Source: an optimization exercise on an open RTL-to-GDS flow (aim: a short achievable clock period and few clock cycles). Production flows keep margins and buffers that such runs may drop.
The RTL was checked by simulation tests, not by an equivalence proof against the original design.
No activity file was given, so power comes from the tool's default toggle rates.

trial 47:
==> flow/design.v (excerpt) <==
module as2650(
	input reset,
	output [12:0] adr,
	input [7:0] dbus_in,
	output [7:0] dbus_out,
	output oeb,
	output rw,
	output opreq,
	output wrp,
	output m_io,
	output d_c,
	input sense,
	output flag,
	input clk
);
export LEC_CHECK = 0
export ABC_CLOCK_PERIOD_IN_PS = 3000
export CAP_MARGIN = 20
export CORE_MARGIN = 2
export CORE_UTILIZATION = 40
export SETUP_SLACK_MARGIN = 4.5
export SLEW_MARGIN = 20
export SYNTH_HIERARCHICAL = 1
create_clock -name core_clock -period 8.0 [get_ports {clk}]
run.sh (not shown) runs the stock make flow with config.mk's settings and CLKGATE_MAP_FILE= SYNTH_SCRIPT=/design/flow/synth_recipe.tcl, a recipe that flattens the netlist after the stock synthesis.
Testbench counts of trial 47, summed over its fixed seeds: cycles 21,343.
Setup changes, trial 47 to build 7
-- flow/design.v --
<<< trial 47, line 190
	wire [7:0] rd = regsel(d[1:0]);
	wire d_reg_nz = dhi == 4'hD ? nz_inc[d[1:0]] : (dhi == 4'hF ? nz_dec[d[1:0]] : nz_any[d[1:0]]);
	wire d_taken = is_regbr(dhi) ? d_reg_nz : cc_taken(dhi, d[1:0]);
	wire d_ret_taken = d[1:0] == 2'b11 || d[1:0] == psl[7:6];
	wire d_branch = d[4] && d[3];
>>> build 7, line 190
	wire [7:0] rd = regsel(d[1:0]);
	wire d_reg_nz = dhi == 4'hD ? nz_inc[d[1:0]] : (dhi == 4'hF ? nz_dec[d[1:0]] : nz_any[d[1:0]]);
	wire [3:0] cc_eq = {psl[7:6] == 2'd3, psl[7:6] == 2'd2, psl[7:6] == 2'd1, psl[7:6] == 2'd0};
	wire [3:0] cc_t = cc_eq | 4'b1000;
	wire d_taken = d[6] ? (d[7] ? (d[5] ? nz_dec[d[1:0]] : nz_inc[d[1:0]]) : nz_any[d[1:0]]) :
		(d[7] ? !cc_eq[d[1:0]] : cc_t[d[1:0]]);
	wire d_ret_taken = d[1:0] == 2'b11 || d[1:0] == psl[7:6];
	wire d_branch = d[4] && d[3];
<<< trial 47, line 302
	endtask
	wire rel_mode = pho[REL1] || pho[BRT] || pho[BRL];
	wire x_idx = pho[ABSL] ? (!addr_buff[7] && addr_buff[6:5] != 0) : (pho[INDL] && ind_idx != 0);
	wire [7:0] x_lo = x_idx ? idxv : ((pho[BX2] && !addr_buff[7]) ? r3 : (rel_mode ? {1'b0, ob_lo} : 8'd0));
	wire [7:0] d_lo = rel_mode ? {1'b0, d[6:0]} : d;
	wire [8:0] sum_lo;
>>> build 7, line 305
	endtask
	wire rel_mode = pho[REL1] || pho[BRT] || pho[BRL];
	reg [7:0] xlo_r;
	wire [7:0] x_lo = xlo_r;
	wire [7:0] d_lo = rel_mode ? {1'b0, d[6:0]} : d;
	wire [8:0] sum_lo;
<<< trial 47, line 408
		end else if(ph != HALT) begin
			psu7 <= sense;
			pc <= pc_nx;
			r_addr <= r_addr_nx;
>>> build 7, line 411
		end else if(ph != HALT) begin
			psu7 <= sense;
			xlo_r <= 8'd0;
			pc <= pc_nx;
			r_addr <= r_addr_nx;
<<< trial 47, line 477
				irs <= 4'b0001 << d[1:0];
				ob_lo <= pc_p2[6:0];
				ob_hi <= pc_p2[12:7];
				ob_hi_p1 <= ob_hi_p1_w[5:0];
>>> build 7, line 481
				irs <= 4'b0001 << d[1:0];
				ob_lo <= pc_p2[6:0];
				xlo_r <= {1'b0, pc_p2[6:0]};
				ob_hi <= pc_p2[12:7];
				ob_hi_p1 <= ob_hi_p1_w[5:0];
<<< trial 47, line 594
			end
			ABSH: begin
				addr_buff <= d;
				ab_p1_r <= d_p1_w[6:0];
>>> build 7, line 599
			end
			ABSH: begin
				xlo_r <= (d[7] || d[6:5] == 2'b00) ? 8'd0 : idx_val(d[6:5]);
				addr_buff <= d;
				ab_p1_r <= d_p1_w[6:0];
<<< trial 47, line 610
			end
			INDH: begin
				addr_buff <= d;
				ab_p1_r <= d_p1_w[6:0];
>>> build 7, line 616
			end
			INDH: begin
				xlo_r <= ind_idx != 0 ? idxv : 8'd0;
				addr_buff <= d;
				ab_p1_r <= d_p1_w[6:0];
<<< trial 47, line 684
			end
			BX1: begin
				addr_buff <= d;
				ab_p1_r <= d_p1_w[6:0];
>>> build 7, line 691
			end
			BX1: begin
				xlo_r <= d[7] ? 8'd0 : r3;
				addr_buff <= d;
				ab_p1_r <= d_p1_w[6:0];
Notes after the runs:
The final layout from build 7, which completed every stage, passed the timing, design-rule and antenna checks at the end of the flow. Against trial 47, non-clock buffer count in the final layout in build 7 fell by a little under 10%. Between trial 47 and build 7, the latest clock arrival within the worst-skew pair does not differ in any meaningful way. On first-pass GRT wire length, build 7 and trial 47 are basically level. r_addr[1] as the worst setup path endpoint was reported by build 7, and pc[3] by trial 47. Trial 47 has a lower number of synthesized flops with an enable pin than build 7. Compared with trial 47, in build 7 combinational power grew by about 10%; cell count after synthesis shrank by about 2%; depth of the critical timing path with buffers and inverters included shrank by 1.
Testbench counts of build 7, summed over its fixed seeds: cycles 21,343.


Another version of the RTL of as2650 (not shown whole).
Size: ~420 flip-flops, about 39 I/O pins, ~35000 um^2 of cells after synthesis.
Settings: LEC_CHECK=0, ABC_CLOCK_PERIOD_IN_PS=3000, CAP_MARGIN=20, CORE_MARGIN=2, CORE_UTILIZATION=40, SETUP_SLACK_MARGIN=4.5, SLEW_MARGIN=20, SYNTH_HIERARCHICAL=1; clock period 8.0 ns.
Testbench counts at the start, summed over its fixed seeds: cycles 21,388.
==> next run, changes <==
--- a/flow/design.v
+++ b/flow/design.v
@@ -241,27 +241,27 @@
 			3'd3: a_res = rn | d;
 			default: a_res = d;
 		endcase
 	end
 	function sum_zero(input [7:0] a, input [7:0] b, input ci);
 		sum_zero = &((a ^ b) ~^ {a[6:0] | b[6:0], ci});
 	endfunction
 	wire is_add = aop == 3'd4;
 	wire alu_ci = is_add ? cin_add : (aop == 3'd5 ? cin_sub : 1'b1);
-	reg [7:0] ea, hb;
+	wire [7:0] h_b = is_add ? holding : ~holding;
 	wire [8:0] h9;
-	as2650_add8 u_h9(.a(ea), .b(hb), .ci(alu_ci), .s(h9));
+	as2650_add8 u_h9(.a(rn), .b(h_b), .ci(alu_ci), .s(h9));
 	wire [7:0] h_res = h9[7:0];
-	wire h_zero = sum_zero(ea, hb, alu_ci);
+	wire h_zero = sum_zero(rn, h_b, alu_ci);
 	wire [1:0] h_cc = {h9[7], !h9[7] && !h_zero};
-	wire h_c = h9[8] && !(hb == 8'hFF && alu_ci);
-	wire [1:0] h_cmp = (psl[1] || ea[7] == holding[7]) ?
-		(!h9[8] ? 2'b10 : (h_zero ? 2'b00 : 2'b01)) : (ea[7] ? 2'b10 : 2'b01);
+	wire h_c = h9[8] && !(h_b == 8'hFF && alu_ci);
+	wire [1:0] h_cmp = (psl[1] || rn[7] == holding[7]) ?
+		(!h9[8] ? 2'b10 : (h_zero ? 2'b00 : 2'b01)) : (rn[7] ? 2'b10 : 2'b01);
 	wire [1:0] a_dest = (ir[3:2] == 2'b11 && idx_ctrl != 0) ? 2'd0 : ir[1:0];
 	wire z_arith = aop == 3'd4 || aop == 3'd5 || aop == 3'd7;
 	wire [7:0] z_b = is_add ? rn : ~rn;
 	wire [8:0] z9;
 	as2650_add8 u_z9(.a(r0), .b(z_b), .ci(alu_ci), .s(z9));
 	wire z_zero = sum_zero(r0, z_b, alu_ci);
 	wire [1:0] z_cc = {z9[7], !z9[7] && !z_zero};
 	wire z_c = z9[8] && !(z_b == 8'hFF && alu_ci);
 	reg [7:0] z_logic;
@@ -566,20 +566,18 @@
 				end else begin  
 					go(OP1);
 				end
 			end
 			OP1: begin
 				go(F);
 				if(!ir[4]) begin  
 					if(a_arith) begin
 						holding <= d;
-						ea <= rn;
-						hb <= is_add ? d : ~d;
 						ex <= EX_HALU;
 					end else begin
 						;  
 						write_reg(ir[1:0], a_res);
 					end
 				end else begin
 					case(ir)
 						8'h74: psu <= psu & ~d[6:0];
 						8'h75: write_psl(psl & ~d);
@@ -590,20 +588,18 @@
 						8'hF4, 8'hF5, 8'hF6, 8'hF7: ;  
 						default: ;
 					endcase
 				end
 			end
 			DATA: begin
 				go(F);
 				if(a_arith) begin
 					holding <= d;
-						ea <= rn;
-						hb <= is_add ? d : ~d;
 					ex <= EX_HALU;
 				end else begin
 					;  
 					write_reg(a_dest, a_res);
 				end
 			end
 			IOR: begin
 				go(F);
 				r_m_io <= 1;
@@ -759,19 +755,19 @@
 				end
 			end
 			if(pho[F] && ex == EX_HALU) begin
 				if(aop == 3'd7) begin
 					;  
 				end else begin
 					;  
 					write_reg(a_dest, h_res);
 					psl[5] <= h_res[4];
-					psl[2] <= ea[7] == holding[7] && h_res[7] != ea[7];
+					psl[2] <= rn[7] == holding[7] && h_res[7] != rn[7];
 					psl[0] <= h_c;
 				end
 			end
 		end
 	end
 	wire e_push = pho[F] && ex == EX_MISC && ir == 8'h11;
 	always @(posedge clk) begin
 		if(push_pend) stack[sp] <= ret_r;
 		if(e_push) begin
The new run produced a clean layout.
Total power increases by 5.1%.
Clock skew stays flat.
First-iteration DRC count falls by 5.2%.
Sequential share of layout area went down by 0.16 points.
Maximum frequency rises by 2.0%.
Register-to-register slack improved by 0.09 ns.
Non-clock buffer count shrinks by 44.
Die area is unchanged.
Core utilization went down by 1.1 points.
Global-route usage shrinks by 0.94 points.
Routed wire length decreases by 2.8%.
Final area falls by 2.2%.
Final cell count stays flat.
Synthesized area does not change.
Testbench counts after the change, summed over its fixed seeds: cycles 21,388.

## what the ideal ports hide
In the flow no input, the clock included, has a driving cell. The finished layouts below were timed again as built, in two steps.
Step 1 assumes that a clkbuf_16 drives the clock port and a buf_2 every other input.
Step 2, shift: input delay + t, output delay - t, t = (earliest + latest rising clock arrival at the registers) / 2. This alone moves slack from input paths to output paths.
Slacks: ideal / step 1 / step 2; pairs: ideal / step 1.
run | t, ns | slack for setup (ns) | pins driven straight from the clock port
trial 47 | 0.713 | 4.000 / 4.000 / 3.370 | 1
build 7 | 0.702 | 4.312 / 4.282 / 3.579 | 1
the first run of note 2 | 0.728 | 4.284 / 4.284 / 3.600 | 1
the second run of note 2 | 0.709 | 4.356 / 4.366 / 3.670 | 1
After both steps setup and hold are still met in every run listed. The setup slack of build 7, which loses most, moves by -0.030 ns with the drivers and by -0.733 ns with both steps.
